Background: an optimization exercise with open tools, aiming at small area. Do not read the settings as production practice. Function was checked by simulation only, so behaviour that the tests miss may differ from the original. In every run shown here, the design's own scripts or RTL, not TritonCTS, make the clock network. The clock input has no modelled driver; a real chip could not lean on it and would need a root buffer or a full tree. Power figures rest on the tool's default switching activity, not on a simulated workload.

==> flow/design.v <==
module cpu_top(
	input clk,
	input reset,
	input [7:0] instr,
	output [7:0] debug_alu_result,
	output [7:0] debug_PC
);
	reg [7:0] pc, ra, rb;
	reg [127:0] mem;
	wire [3:0] op  = instr[7:4];
	wire [3:0] imm = instr[3:0];
	wire is_sub = (op == 4'd1);
	wire is_lda = (op == 4'd2);
	wire is_ldb = (op == 4'd4);
	wire is_ldc = (op == 4'd6);
	wire is_jmp = (op == 4'd7);
	wire is_and = (op == 4'd8);
	wire is_or  = (op == 4'd9);
	wire is_beq = (op == 4'd10);
	wire store  = (op == 4'd3) | (op == 4'd5);
	wire arith  = (op == 4'd0) | is_sub | is_and | is_or;
	wire load_a = arith | is_lda | is_ldc;
	wire [7:0] bx = rb ^ {8{is_sub}};
	wire [7:0] p = ra ^ bx;
	wire [7:0] g = ra & bx;
	wire [8:0] c;
	assign c[0] = is_sub;
	genvar i;
	generate for (i = 0; i < 8; i = i + 1) begin : carry
		assign c[i+1] = g[i] | (p[i] & c[i]);
	end endgenerate
	wire [7:0] s = p ^ c[7:0];
	wire [7:0] lg = is_ldc ? ra : is_and ? (ra & rb) : (ra | rb);
	wire [7:0] alu = (is_ldc | is_and | is_or) ? lg : s;
	assign debug_alu_result = alu;
	assign debug_PC = pc;
	wire taken = (is_jmp & ~|s) | (is_beq & ~|p);
	wire [3:0] lo = 4'd1 << imm[1:0];
	wire [3:0] hi = 4'd1 << imm[3:2];
	wire [3:0] hi_rd = hi & {4{~reset & (is_lda | is_ldb)}};
	wire [3:0] hi_st = hi & {4{store}};
	wire sel_alu = ~reset & (arith | store);
	wire sel_imm = ~reset & is_ldc;
	reg [7:0] wd;
	integer k;
	always @(*) begin
		wd = ({8{sel_alu}} & alu) | ({8{sel_imm}} & {4'd0, imm});
		for (k = 0; k < 16; k = k + 1)
			wd = wd | ({8{lo[k % 4] & hi_rd[k / 4]}} & mem[k*8 +: 8]);
	end
	always @(posedge clk) begin
		for (k = 0; k < 16; k = k + 1)
			mem[k*8 +: 8] <= ({8{lo[k % 4] & hi_st[k / 4]}} & wd) |
			                  ({8{~reset & ~(lo[k % 4] & hi_st[k / 4])}} & mem[k*8 +: 8]);
		ra <= ({8{load_a}} & wd) | ({8{~reset & ~load_a}} & ra);
		rb <= ({8{is_ldb}} & wd) | ({8{~reset & ~is_ldb}} & rb);
		if (reset) pc <= 8'd0;
		else pc <= taken ? {4'd0, imm} : pc + 8'd1;
	end
endmodule
==> flow/flow/run.sh <==
#!/bin/bash
# Own flow: the standard layout (standard.sh) with
#  - synthesis (my_synth.tcl): abc maps the logic with each area-oriented script
#    in abc_scripts.txt and the smallest result is kept; no adder extraction.
#    Registers are mapped before abc, so they are the standard synthesis's.
#  - port buffers: buf_1
#  - clock tree: a two-level inverter tree built by pre_cts.tcl / mycts.tcl
#    instead of TritonCTS
# All tool output goes to make.log in the work folder (ORFS also keeps per-step
# logs under orfs/logs).
set -euo pipefail
W=$(pwd)
F=$W/flow
export FLOW_SYNTH_TCL=$W/synth_recipe.tcl
export MY_ABC_SCRIPTS=$F/abc_scripts.txt
export MY_FLOW_DIR=$F
export MY_CTS_NLEAF=5
export MY_CTS_BUF=sky130_fd_sc_hd__inv_16
export MY_CTS_ROOT=sky130_fd_sc_hd__inv_8
bash standard.sh \
  SYNTH_SCRIPT=$F/my_synth.tcl \
  ADDER_MAP_FILE= \
  "BUFFER_PORTS_ARGS=-buffer_cell sky130_fd_sc_hd__buf_1" \
  PRE_CTS_TCL=$F/pre_cts.tcl \
  finish > $W/make.log 2>&1
==> flow/flow/abc_scripts.txt <==
strash; dc2; dch -f; amap; topo
strash; dch -f; amap; topo
strash; ifraig; dch -f; amap; topo
strash; dc2; dch -f; amap -F 2 -A 20; topo
strash; &get -n; &nf -a; &put; topo
strash; dc2; &get -n; &nf -a; &put; topo
strash; &get -n; &dch; &nf -a; &put; topo
strash; &get -n; &dc2; &nf -a; &put; topo
strash; dc2; dc2; &get -n; &nf -a; &put; topo
strash; dc2; &get -n; &dch; &nf -a; &put; topo
strash; &get -n; &dch -f; &nf -a; &put; topo
strash; dc2; &get -n; &dch -f; &nf -a; &put; topo
strash; &get -n; &dc2; &dch; &nf -a; &put; topo
strash; &get -n; &syn2; &nf -a; &put; topo
strash; &get -n; &synch2; &nf -a; &put; topo
strash; dc2; dch -f; amap; topo; strash; &get -n; &nf -a; &put; topo
==> flow/flow/my_synth.tcl <==
proc abc {args} {
  set i [lsearch -exact $args -script]
  set lib [lindex $args [expr {[lsearch -exact $args -liberty] + 1}]]
  set fh [open $::env(MY_ABC_SCRIPTS)]; set lines [split [read $fh] "\n"]; close $fh
  yosys design -save my_pre_abc
  set best ""; set besta 1e18; set n 0
  foreach line $lines {
    if {[string trim $line] eq ""} continue
    incr n
    set s $::env(OBJECTS_DIR)/my_abc_$n.abc
    set fh [open $s w]; puts $fh $line; close $fh
    yosys design -load my_pre_abc
    lset args [expr {$i + 1}] $s
    if {[catch {yosys abc {*}$args} err]} { puts "MYABC $n failed: $line"; continue }
    set f $::env(OBJECTS_DIR)/my_abc_stat.txt
    yosys tee -q -o $f stat -liberty $lib
    set fh [open $f]; set txt [read $fh]; close $fh
    if {[regexp {Chip area for module '[^']*': ([0-9.]+)} $txt -> a]} {
      puts "MYABC $n area $a: $line"
      if {$a < $besta} { set besta $a; set best $s }
    }
  }
  puts "MYABC best [file tail $best] area $besta"
  yosys design -load my_pre_abc
  lset args [expr {$i + 1}] $best
  yosys abc {*}$args
}
source $::env(FLOW_SYNTH_TCL)
==> flow/flow/mycts.tcl <==
proc my_out_iterm {inst} {
  foreach it [$inst getITerms] {
    if {[$it isOutputSignal]} { return $it }
  }
  error "no output on [$inst getName]"
}
# Manual clock tree: the clock port drives NLEAF clock buffers directly; each
# drives one cluster of flip-flops (k-means on flop positions).
proc my_manual_cts {} {
  set nleaf [expr {[info exists ::env(MY_CTS_NLEAF)] ? $::env(MY_CTS_NLEAF) : 4}]
  set bufname [expr {[info exists ::env(MY_CTS_BUF)] ? $::env(MY_CTS_BUF) : "sky130_fd_sc_hd__clkbuf_16"}]
  set db [ord::get_db]
  set block [[$db getChip] getBlock]
  set master [$db findMaster $bufname]
  set clknet [$block findNet clk]
  set sinks {}
  foreach it [$clknet getITerms] {
    set inst [$it getInst]
    set bb [$inst getBBox]
    set x [expr {([$bb xMin] + [$bb xMax]) / 2.0}]
    set y [expr {([$bb yMin] + [$bb yMax]) / 2.0}]
    lappend sinks [list $it $x $y]
  }
  set n [llength $sinks]
  # init centers: sinks sorted by x, quantiles
  set sorted [lsort -real -index 1 $sinks]
  set cx {}; set cy {}
  for {set k 0} {$k < $nleaf} {incr k} {
    set s [lindex $sorted [expr {int(($k + 0.5) * $n / $nleaf)}]]
    lappend cx [lindex $s 1]; lappend cy [lindex $s 2]
  }
  # balanced k-means: each cluster capped at ceil(n/nleaf)
  set cap [expr {int(ceil(double($n) / $nleaf))}]
  for {set iter 0} {$iter < 30} {incr iter} {
    # all (dist, sink, cluster) pairs, greedy assignment with capacity
    set pairs {}
    for {set i 0} {$i < $n} {incr i} {
      set s [lindex $sinks $i]
      for {set k 0} {$k < $nleaf} {incr k} {
        set d [expr {abs([lindex $s 1] - [lindex $cx $k]) + abs([lindex $s 2] - [lindex $cy $k])}]
        lappend pairs [list $d $i $k]
      }
    }
    set pairs [lsort -real -index 0 $pairs]
    array unset asg; array unset cnt
    for {set k 0} {$k < $nleaf} {incr k} { set cnt($k) 0 }
    set done 0
    foreach p $pairs {
      lassign $p d i k
      if {[info exists asg($i)] || $cnt($k) >= $cap} continue
      set asg($i) $k; incr cnt($k); incr done
      if {$done == $n} break
    }
    set ncx {}; set ncy {}
    for {set k 0} {$k < $nleaf} {incr k} { set sx($k) 0.0; set sy($k) 0.0 }
    for {set i 0} {$i < $n} {incr i} {
      set k $asg($i); set s [lindex $sinks $i]
      set sx($k) [expr {$sx($k) + [lindex $s 1]}]; set sy($k) [expr {$sy($k) + [lindex $s 2]}]
    }
    for {set k 0} {$k < $nleaf} {incr k} {
      lappend ncx [expr {$cnt($k) ? $sx($k) / $cnt($k) : [lindex $cx $k]}]
      lappend ncy [expr {$cnt($k) ? $sy($k) / $cnt($k) : [lindex $cy $k]}]
    }
    set cx $ncx; set cy $ncy
  }
  for {set k 0} {$k < $nleaf} {incr k} {
    set inst [odb::dbInst_create $block $master "mycts_buf_$k"]
    set net [odb::dbNet_create $block "mycts_clk_$k"]
    $net setSigType CLOCK
    $inst setLocation [expr {int([lindex $cx $k])}] [expr {int([lindex $cy $k])}]
    $inst setPlacementStatus PLACED
    [$inst findITerm A] connect $clknet
    [my_out_iterm $inst] connect $net
    set members($k) 0
  }
  for {set i 0} {$i < $n} {incr i} {
    set k $asg($i)
    set it [lindex [lindex $sinks $i] 0]
    $it disconnect
    $it connect [$block findNet "mycts_clk_$k"]
    incr members($k)
  }
  $clknet setSigType CLOCK
  if {[info exists ::env(MY_CTS_ROOT)] && $::env(MY_CTS_ROOT) ne ""} {
    # one root buffer between the port and the leaf buffers, at their centroid
    set rmaster [$db findMaster $::env(MY_CTS_ROOT)]
    set rinst [odb::dbInst_create $block $rmaster "mycts_root"]
    set rnet [odb::dbNet_create $block "mycts_clk_root"]
    $rnet setSigType CLOCK
    set rsx 0.0; set rsy 0.0
    for {set k 0} {$k < $nleaf} {incr k} { set rsx [expr {$rsx + [lindex $cx $k]}]; set rsy [expr {$rsy + [lindex $cy $k]}] }
    $rinst setLocation [expr {int($rsx / $nleaf)}] [expr {int($rsy / $nleaf)}]
    $rinst setPlacementStatus PLACED
    for {set k 0} {$k < $nleaf} {incr k} {
      set it [[$block findInst "mycts_buf_$k"] findITerm A]
      $it disconnect
      $it connect $rnet
    }
    [$rinst findITerm A] connect $clknet
    [my_out_iterm $rinst] connect $rnet
  }
  for {set k 0} {$k < $nleaf} {incr k} { puts "mycts: buffer $k ($bufname) drives $members($k) sinks at [lindex $cx $k] [lindex $cy $k]" }
}
==> flow/flow/pre_cts.tcl <==
# Sourced by ORFS's cts.tcl before clock tree synthesis (PRE_CTS_TCL).
# Replaces TritonCTS with a small two-level inverter tree (mycts.tcl): the
# clock port drives one root inverter, which drives MY_CTS_NLEAF leaf
# inverters, each driving one cluster of flip-flops (two inversions: every
# flip-flop sees the clock in its true polarity). cts.tcl then legalizes the
# new cells and repairs timing as usual.
source $::env(MY_FLOW_DIR)/mycts.tcl
proc clock_tree_synthesis {args} {
  puts "clock_tree_synthesis replaced by my_manual_cts (args: $args)"
  my_manual_cts
  set_propagated_clock [all_clocks]
}
==> flow/standard.sh <==
#!/bin/bash
# synth_recipe.tcl (not shown) runs the flow's synth.tcl, then flattens the netlist and writes it again
# the make line also repeats each setting of config.mk as NAME=value (left out here)
make -C /OpenROAD-flow-scripts/flow DESIGN_CONFIG=/design/flow/config.mk WORK_HOME=/design/flow/orfs CLKGATE_MAP_FILE= SYNTH_SCRIPT=/design/flow/synth_recipe.tcl "${@:-finish}"
==> flow/config.mk <==
export PLATFORM = sky130hd
export DESIGN_NAME = cpu_top
export DESIGN_NICKNAME = cpu_top
export VERILOG_FILES = /design/flow/design.v
export SDC_FILE = /design/flow/constraint.sdc
export NUM_CORES = 4
export LEC_CHECK = 0
export ABC_AREA = 1
export CAP_MARGIN = 0
export CORE_MARGIN = 2
export CORE_UTILIZATION = 40
export GPL_TIMING_DRIVEN = 0
export SLEW_MARGIN = 0
==> flow/constraint.sdc <==
create_clock -name core_clock -period 10.0 [get_ports {clk}]
set_input_delay 2.0000 -clock core_clock [delete_from_list [all_inputs] [get_ports {clk}]]
set_output_delay 2.0000 -clock core_clock [all_outputs]
set_load 0.01 [all_outputs]
==> results of run 1 <==
## worst min path at each step
stage / from / endpoint / slack, ns / depth (start not counted)
floorplan: mem[0]$_DFF_P_ / mem[0]$_DFF_P_ / 0.44 / 1
global placement: mem[43]$_DFF_P_ / mem[43]$_DFF_P_ / 0.46 / 1
detailed placement: mem[83]$_DFF_P_ / mem[83]$_DFF_P_ / 0.46 / 1
CTS: mem[88]$_DFF_P_ / mem[88]$_DFF_P_ / 0.49 / 1
global route: mem[83]$_DFF_P_ / mem[83]$_DFF_P_ / 0.50 / 1
finish: mem[54]$_DFF_P_ / mem[54]$_DFF_P_ / 0.49 / 1
## placed cells by master (no fill, tap or decap), drive strengths merged, types with 2 or more instances in the layout
cell type,n
a221oi,7
a22oi,24
nand2b,9
and3,3
a21oi,12
nand3,7
o21ai,10
nand2,30
xnor2,14
nor3b,2
nor2b,3
a22o,148
dfxtp,152
mux2,2
nor2,75
a211oi,4
and4,3
buf,27
nor3,7
a222oi,20
nand4,7
inv,6
nor4b,2
xor2,11
o21a,2
maj3,4
## area by class of cell
class,count,area [µm²]
multi-input combinational,419,2958
tap,184,230.2
sequential,152,3043
timing repair buffer,27,108.9
inverter,6,111.4
fill,1377,8138
## per-layer routing
layer  track usage, %  share of wire, %  vias up
li1                 -                 -     2355
met1            31.75                46     2542
met2            33.31                44      221
met3            2.573               6.6       44
met4            5.430               3.0        0
met5                0                 0        -
## flip-flops by register name (all words and copies together), names as in the netlist
signal and count:
mem 128, pc 8, ra 8, rb 8
## power groups by stage
| stage | registers, µW | clock network [µW] | logic [µW] |
|---|---|---|---|
| 3_3_place_gp | 625 | 0 | 63.6 |
| 6_report | 612 | 257 | 66.3 |
| 2_1_floorplan | 626 | 0 | 38.4 |
| 5_1_grt | 613 | 286 | 70.7 |
| 3_5_place_dp | 626 | 0 | 65.0 |
| 4_1_cts | 612 | 262 | 65.2 |
## cell families after synthesis
kind of cell	count (synthesis)	synth area share, %
compound gates	234	32.46
xor+xnor	26	4.028
fa+ha+maj	4	0.6679
flops	152	50.76
mux	3	0.5427
simple gates	152	11.54
## per-stage QoR
| step | power, µW | util, % | setup WS (ns) |
|---|---|---|---|
| 2_1_floorplan | 664.3 | - | 2.161 |
| 3_3_place_gp | 689.0 | 43.31 | 1.067 |
| 3_5_place_dp | 690.7 | 43.46 | 2.329 |
| 4_1_cts | 939.7 | 44.22 | 2.294 |
| 5_1_grt | 969.5 | 44.22 | 2.185 |
| 6_report | 935.5 | 44.22 | 2.302 |
==> summary.txt, run 1 <==
Logic gate share of total power: 7.1%
GRT Overall Usage: 21.46%
Synth Instances: 571
Final clock skew: 0.01046 ns
R2r setup slk: 5.53 ns
PortBufs: 25
Final setup TNS: 0 ns
# IOs: 26
Final RePlAce weighted congestion: 0.9510
Most frequent cell after synthesis: dfxtp_1
Outcome: timing/DRC/antenna clean
CTS hold repair buffers: 0
DIE HEIGHT: 126.4 µm
List of most frequent post-synthesis cells: dfxtp_1 (152), a22o_1 (148), nor2_1 (75)
Internal power: 662.1 µW
Synthesized cell area: 5994 µm²
PD cells: 145.0 nW/µm²
Initial Util: 41.09%
Startpoint types: primary input
Post-CTS Setup Bufs: 0
Pleak: 0.002309 µW
Worst r2r src: rb[0]$_DFF_P_
Drt total wl: 18030 µm
Setup violators final: 0
Synthesis warning total: 1
Post-route ant nets: 0
Vias in the first global route: 4899
Crit-path max cell delay: 0.68 ns
Final HPWL DP: 12190 µm
Leading register cell type out of synthesis: dfxtp_1
Worst Setup Path Type: primary input to output pin
Number of diodes: 0
Area delta synth->final: 7.619%
Buffer and inverter count on the worst path: 2
Clk Latency, worst-skew pair: 0.23 ns
Synth Register Bits: 152
Largest net degree at the start of global routing: 32
MaxCap Viol Count: 0
Post-placement cell count: 782
Layout cells sized above 1: 1.490%
CP Launch Point: instr[5]
Sequential Power Share: 65.5%
Crit-path cells: buf_1 -> nor4b_2 -> xnor3_1 -> o2bb2ai_1 -> maj3_1 -> a21o_1 -> maj3_1 -> maj3_1 -> maj3_1 -> xnor2_1 -> a21oi_1 -> buf_1
Num rows: 44
Synth Net Count: 581
Top Family by Delay on Critical Path: adder cells
Levels on crit path: 12
Hold WS: 0.4860 ns
Reg-to-Reg End: mem[39]$_DFF_P_
Worst-Margin Slew: 1.312 ns
Reg2reg path depth: 11
Synth top area share: 50.76%
Post-synthesis cell type count: 37
Max rail drop VDD: 96.21 µV
Die W: 126.4 µm
Cell taking the most area after synthesis: dfxtp_1
Fin. Hold Viols: 0
Initial antenna violation count: 0
Achievable frequency: 129.9 MHz
DRC: 0
Number of synthesized flops with an enable pin: 0
Fin area: 6451 µm²
Switching part of the total: 29.22%
Vias per Instance: 6.551
Nets: 616
Switching power total: 273.3 µW
Starting DRC count in detailed routing: 591
Register area share after synthesis: 50.76%
Final period utilization: 76.98%
Critical-path top delay cell: nor4b_2
Post-DR wirelength/cell: 22.88 µm
Fin cells: 788
Tmin final: 7.698 ns
Worst EP arrival: 5.70 ns
Async SR Flop Fraction: 0%
First-pass GRT wire length: 27870 µm
Drt pass-1 iters: 8
Setup crit end: debug_alu_result[7]
Synth area leaders: dfxtp_1 (51%), a22o_1 (22%), nor2_1 (4.7%)
Core Region: 14590 µm²
Clock power share: 27.5%
CTS resizes: 0
DP Area: 6340 µm²
Syn Area/Cell: 10.50 µm²
Critical path capture point type: output pin
Relative slew slack: 11.87%
DR vias: 5162
Total gr overflow: 0
RSZ-0062 raised after global routing: no
Most frequent CP cell: maj3_1
Die area: 15980 µm²
Hold Path Class: register to register
Worst-path clk slew: 0.09 ns
Final Max Tran Viols: 0
CP required: 8.00 ns
Crit path max fanout: 8
==> run 2, diff against run 1 <==
--- a/flow/flow/run.sh
+++ b/flow/flow/run.sh
@@ -17,3 +17,3 @@
 export MY_CTS_NLEAF=5
-export MY_CTS_BUF=sky130_fd_sc_hd__inv_16
+export MY_CTS_BUF=sky130_fd_sc_hd__inv_12
 export MY_CTS_ROOT=sky130_fd_sc_hd__inv_8
==> summary.txt, run 2 <==
Register area share after synthesis: 50.76% (unchanged)
List of most frequent post-synthesis cells: dfxtp_1 (152), a22o_1 (148), nor2_1 (75)
DP Area: 6340 µm² (unchanged)
Clk Latency, worst-skew pair: 0.22 ns (about the same)
Largest register FFs: 128 (unchanged)
PD cells: 142.5 nW/µm² (-1.7%)
Critical path capture point type: output pin
Final setup TNS: 0 ns (unchanged)
Die area: 15980 µm² (unchanged)
Vias in the first global route: 4875 (-0.49%)
Synth Register Bits: 152 (unchanged)
Fin area: 6432 µm² (-0.29%)
Max rail drop VDD: 107.4 µV (+12%)
Sequential Power Share: 66.8% (+1.3 points)
Most frequent CP cell: maj3_1
Cell taking the most area after synthesis: dfxtp_1
CTS resizes: 0 (unchanged)
Internal power: 655.9 µW (-0.93%)
Switching power total: 260.8 µW (-4.6%)
Setup violators final: 0 (unchanged)
Pleak: 0.002297 µW (-0.54%)
Post-synthesis cell type count: 37 (unchanged)
DRC: 0 (unchanged)
Vias per Instance: 6.570 (+0.29%)
Logic gate share of total power: 7.2% (about the same)
Layout cells sized above 1: 1.490% (unchanged)
First-pass GRT wire length: 27810 µm (-0.20%)
Number of synthesized flops with an enable pin: 0 (unchanged)
Most common cell after layout, fill and taps aside: dfxtp_1
Number of diodes: 0 (unchanged)
Worst Setup Path Type: primary input to output pin
DR vias: 5177 (+0.29%)
RSZ-0062 raised after global routing: no
Fin. Hold Viols: 0 (unchanged)
Synthesized cell area: 5994 µm² (unchanged)
GRT Overall Usage: 21.43% (-0.029 points)
Final RePlAce weighted congestion: 0.9510 (unchanged)
Tmin final: 7.712 ns (+0.01326 ns)
Startpoint types: primary input
Largest net degree at the start of global routing: 32 (unchanged)
Levels on crit path: 12 (unchanged)
CP required: 8.00 ns (about the same)
Critical-path top delay cell: nor4b_2
Area delta synth->final: 7.305%
Final HPWL DP: 12190 µm (unchanged)
Worst-path clk slew: 0.11 ns (+0.02 ns)
Most frequent cell after synthesis: dfxtp_1
Worst EP arrival: 5.71 ns (about the same)
Hold Path Class: register to register
Buffer and inverter count on the worst path: 2 (unchanged)
Final period utilization: 77.12% (+0.13 points)
Crit path max fanout: 8 (unchanged)
Total gr overflow: 0 (unchanged)
Num rows: 44 (unchanged)
Nets: 616 (unchanged)
Final clock skew: 0.01049 ns (+0.00003540 ns)
# IOs: 26 (unchanged)
Clock power share: 26.0% (-1.5 points)
Commonest cells after routing, fill and taps aside: dfxtp_1 (152), a22o_1 (148), nor2_1 (75)
MaxCap Viol Count: 0 (unchanged)
Starting DRC count in detailed routing: 588 (-0.51%)
Leading register cell type out of synthesis: dfxtp_1
Synth top area share: 50.76% (unchanged)
Syn Area/Cell: 10.50 µm² (unchanged)
Initial Util: 41.09% (unchanged)
Initial antenna violation count: 0 (unchanged)
DIE HEIGHT: 126.4 µm (unchanged)
Post-CTS Setup Bufs: 0 (unchanged)
Crit-path max cell delay: 0.69 ns (about the same)
Async SR Flop Fraction: 0% (unchanged)
Synth area leaders: dfxtp_1 (51%), a22o_1 (22%), nor2_1 (4.7%)
Reg2reg path depth: 11 (unchanged)
Outcome: timing/DRC/antenna clean
Die W: 126.4 µm (unchanged)
Top Family by Delay on Critical Path: adder cells
Top reg by flops: mem
Achievable frequency: 129.7 MHz (-0.17%)
Crit-path cells: buf_1 -> nor4b_2 -> xnor3_1 -> o2bb2ai_1 -> maj3_1 -> a21o_1 -> maj3_1 -> maj3_1 -> maj3_1 -> xnor2_1 -> a21oi_1 -> buf_1
Worst-Margin Slew: 1.300 ns (-0.01220 ns)
Core Region: 14590 µm² (unchanged)
CTS hold repair buffers: 0 (unchanged)
Final Max Tran Viols: 0 (unchanged)
Synthesis warning total: 1 (unchanged)
PortBufs: 25 (unchanged)
Synth Instances: 571 (unchanged)
Relative slew slack: 12.69% (+0.82 points)
Synth Net Count: 581 (unchanged)
Switching part of the total: 28.45% (-0.77 points)
Drt pass-1 iters: 8 (unchanged)
Hold depth: 1 (unchanged)
Drt total wl: 18100 µm (+0.35%)
Post-route ant nets: 0 (unchanged)
Post-DR wirelength/cell: 22.96 µm (+0.35%)
run 2: cell count changes in the layout (fill, tap and decap cells not counted):
cell	change
inv_16	-5
inv_12	+5
run 2: power by group through the flow:
stage	clock network, µW	registers (µW)	logic [µW]
6_report	238	612	66.4
3_3_place_gp	0	625	63.6
2_1_floorplan	0	626	38.4
5_1_grt	266	613	70.8
3_5_place_dp	0	626	65.0
4_1_cts	243	612	65.2
run 2: final timing paths:
path | from | endpoint | slack [ns]
worst max-delay path | instr[5] | debug_alu_result[7] | 2.29
worst min-delay path | mem[123]$_DFF_P_ | mem[123]$_DFF_P_ | 0.49
worst max register to register | rb[0]$_DFF_P_ | mem[23]$_DFF_P_ | 5.54
worst min register to register | mem[123]$_DFF_P_ | mem[123]$_DFF_P_ | 0.49
run 2: kinds of logic after synthesis:
group	Yosys count	synth area share, %
fa+ha+maj	4	0.6679
simple gates	152	11.54
flops	152	50.76
compound gates	234	32.46
mux	3	0.5427
xor+xnor	26	4.028
run 2: final cells by class:
type	count	area [µm²]
fillers	1383	8157
flip-flops and latches	152	3043
multi-input cells	419	2958
well taps	184	230.2
repair buffers	27	108.9
inverters	6	92.59
run 2: layer usage:
layer	GRT usage [%]	share of wire [%]	wire [µm]	vias up
li1	-	-	-	2355
met1	31.90	45	8202	2530
met2	33.22	45	8064	253
met3	2.193	7.3	1322	39
met4	5.624	2.8	507	0
met5	0	0	0	-
run 2: through the flow:
step           power [µW]  hold slack [ns]  cells  util (%)  setup WS, ns
2_1_floorplan       664.3           0.4413    571         -         2.161
3_3_place_gp        689.0           0.4565    780     43.31         1.067
3_5_place_dp        690.7           0.4552    782     43.46         2.329
4_1_cts             920.8           0.4888    788     44.09         2.294
5_1_grt             949.7           0.5022    788     44.09         2.185
6_report            916.7           0.4884    788     44.09         2.288
==> run 3, diff against run 2 <==
--- a/flow/design.v
+++ b/flow/design.v
@@ -40,4 +40,4 @@
 	wire [3:0] hi_rd = hi & {4{~reset & (is_lda | is_ldb)}};
-	wire [3:0] hi_st = hi & {4{store}};
-	wire sel_alu = ~reset & (arith | store);
+	wire [3:0] hi_st = hi & {4{~reset & store}};
+	wire sel_alu = ~reset & arith;
 	wire sel_imm = ~reset & is_ldc;
@@ -52,3 +52,3 @@
 		for (k = 0; k < 16; k = k + 1)
-			mem[k*8 +: 8] <= ({8{lo[k % 4] & hi_st[k / 4]}} & wd) |
+			mem[k*8 +: 8] <= ({8{lo[k % 4] & hi_st[k / 4]}} & alu) |
 			                  ({8{~reset & ~(lo[k % 4] & hi_st[k / 4])}} & mem[k*8 +: 8]);
==> summary.txt, run 3 <==
Outcome: timing/DRC/antenna clean
DIE HEIGHT: 125.9 µm (-0.45%)
Synth area leaders: dfxtp_1 (51%), a22o_1 (21%), a222oi_1 (5.6%)
Cell taking the most area after synthesis: dfxtp_1
Synth Net Count: 572 (-1.5%)
Synth top area share: 51.23% (+0.47 points)
Drt pass-1 iters: 5 (-3)
Clk Latency, worst-skew pair: 0.22 ns (about the same)
Layout cells sized above 1: 3.833% (+2.3 points)
Setup violators final: 0 (unchanged)
PortBufs: 25 (unchanged)
Max rail drop VDD: 92.36 µV (-14%)
Drt total wl: 20100 µm (+11%)
Vias in the first global route: 4991 (+2.4%)
GRT Overall Usage: 24.55% (+3.1 points)
Largest register FFs: 128 (unchanged)
RSZ-0062 raised after global routing: no
Most common cell after layout, fill and taps aside: dfxtp_1
# IOs: 26 (unchanged)
Relative slew slack: 6.564% (-6.1 points)
Tmin final: 8.330 ns (+0.6182 ns)
Final HPWL DP: 13800 µm (+13%)
Synthesized cell area: 5939 µm² (-0.92%)
Uppermost layer routed: met4
Metal2 WL: 8621 µm (+6.9%)
Top reg by flops: mem
Fin. Hold Viols: 0 (unchanged)
Critical path capture point type: output pin
Initial antenna violation count: 0 (unchanged)
DR vias: 5273 (+1.9%)
Final period utilization: 83.30% (+6.2 points)
Final clock skew: 0.01193 ns (+0.001434 ns)
Number of synthesized flops with an enable pin: 0 (unchanged)
Syn Area/Cell: 10.57 µm² (+0.67%)
Startpoint types: primary input
Async SR Flop Fraction: 0% (unchanged)
Final Max Tran Viols: 0 (unchanged)
Worst Setup Path Type: primary input to output pin
MaxCap Viol Count: 0 (unchanged)
Hold Path Class: register to register
Post-route ant nets: 0 (unchanged)
Synthesis warning total: 1 (unchanged)
Post-CTS Setup Bufs: 0 (unchanged)
DRC: 0 (unchanged)
Post-Route M1 WL: 8911 µm (+8.6%)
Synth Instances: 562 (-1.6%)
Commonest cells after routing, fill and taps aside: dfxtp_1 (152), a22o_1 (145), nor2_1 (75)
Worst EP arrival: 6.33 ns (+0.62 ns)
Fin area: 6560 µm² (+2.0%)
CTS hold repair buffers: 0 (unchanged)
Register area share after synthesis: 51.23% (+0.47 points)
PD cells: 140.1 nW/µm² (-1.7%)
Hold WS: 0.4832 ns (-0.005181 ns)
Crit path max fanout: 11 (+3)
Num rows: 44 (unchanged)
Pleak: 0.002305 µW (+0.36%)
Fillcell total: 1383 (unchanged)
Total gr overflow: 0 (unchanged)
List of most frequent post-synthesis cells: dfxtp_1 (152), a22o_1 (145), nor2_1 (75)
Final RePlAce weighted congestion: 0.9963 (+4.8%)
Initial Util: 40.87% (-0.22 points)
Largest net degree at the start of global routing: 32 (unchanged)
Starting DRC count in detailed routing: 649 (+10%)
Synth Register Bits: 152 (unchanged)
Worst-Margin Slew: 1.391 ns (+0.09121 ns)
Area delta synth->final: 10.45%
Vias per Instance: 6.726 (+2.4%)
Achievable frequency: 120.1 MHz (-7.4%)
Leading register cell type out of synthesis: dfxtp_1
First-pass GRT wire length: 30880 µm (+11%)
Worst-path clk slew: 0.10 ns (about the same)
Most frequent cell after synthesis: dfxtp_1
Die W: 125.9 µm (-0.45%)
Number of diodes: 0 (unchanged)
Core Region: 14530 µm² (-0.38%)
DP Area: 6467 µm² (+2.0%)
Nets: 612 (-0.65%)
Post-synthesis cell type count: 35 (-5.4%)
Post-DR wirelength/cell: 25.63 µm (+12%)
Die area: 15840 µm² (-0.89%)
WL met3: 1941 µm (+47%)
CP required: 8.00 ns (about the same)
CTS resizes: 0 (unchanged)
[run 3: final timing paths]
path / start / end / slack, ns / cells past startpoint
worst max-delay path: instr[6] / debug_alu_result[7] / 1.67 / 13
worst min-delay path: mem[38]$_DFF_P_ / mem[38]$_DFF_P_ / 0.48 / 1
worst max register to register: ra[0]$_DFF_P_ / pc[5]$_SDFF_PP0_ / 5.71 / 11
worst min register to register: mem[38]$_DFF_P_ / mem[38]$_DFF_P_ / 0.48 / 1
[run 3: logic make-up (layout without fill, tap and decap cells)]
family / Yosys count / count (layout) / share of synthesized area (%)
AO/OA/AOI/OAI: 227 / 227 / 32.61
XOR/XNOR: 26 / 26 / 3.834
adder cells (fa/ha/maj): 6 / 6 / 1.011
buffers and inverters: 9 / 47 / 0.5687
flip-flops: 152 / 152 / 51.23
multiplexers: 1 / 1 / 0.1685
AND/OR/NAND/NOR: 141 / 141 / 10.58
[run 3: routing by layer]
layer | track usage [%] | vias to the layer above
met5 | 0 | -
met4 | 6.076 | 0
met3 | 4.333 | 44
met2 | 37.74 | 308
met1 | 35.92 | 2580
li1 | - | 2341
[run 3: through the flow]
step           power [µW]  setup WS [ns]  utilization, %  setup TNS (ns)  cells
2_1_floorplan       658.5          1.168               -               0    562
3_3_place_gp        683.4        -0.6126           43.10         -0.6126    771
3_5_place_dp        693.1          1.687           44.50               0    778
4_1_cts             923.0          1.676           45.14               0    784
5_1_grt             949.6          1.428           45.14               0    784
6_report            919.2          1.670           45.14               0    784
[run 3: final cells by class]
class | count | area [µm²] | area share, %
Timing Repair Buffer | 32 | 187.7 | 2.861
Tap cell | 184 | 230.2 | 3.509
Sequential cell | 152 | 3043 | 46.39
Inverter | 15 | 126.4 | 1.926
Multi-Input combinational cell | 401 | 2973 | 45.32
[run 3: worst max-delay path, stage by stage]
cell	delay [ns]
buf_1	0.19
nor4b_2	0.38
buf_4	0.25
mux2i_1	0.14
maj3_1	0.42
maj3_1	0.41
maj3_1	0.40
maj3_1	0.40
maj3_1	0.39
maj3_1	0.35
xnor2_1	0.17
a21oi_2	0.58
buf_1	0.22
[run 3: report_power, final]
group | total (µW) | internal (µW) | switching [µW] | leakage, µW
combinational | 70.7 | 18.0 | 52.8 | 0.00104
clock | 238 | 30.3 | 207 | 0.0000425
sequential | 611 | 608 | 2.62 | 0.00122

[afterwards: timing with drivers on the ports]
The results above use ideal ports. As a check the final layouts listed here were re-extracted and re-timed, cells and wires unchanged.
Step 1 assumes that a clkbuf_16 drives the clock port and a buf_2 every other input.
Step 2 moves the port delays by t, midway between the first and last clock arrival at a register: inputs arrive t later, outputs are due t later. That takes back most of the time a late clock gives input paths.
Three values: no drivers, after step 1, after step 2; two values: the first two.
run	t (ns)	setup slack, ns	latest minus earliest clock arrival (ns)	cell pins on the clock port's net
run 1	0.281	2.302 / 2.276 / 2.276	0.011 / 0.010	1
run 2	0.272	2.288 / 2.262 / 2.262	0.012 / 0.011	1
run 3	0.269	1.670 / 1.650 / 1.650	0.016 / 0.016	1
After both steps every run listed still meets setup and hold.
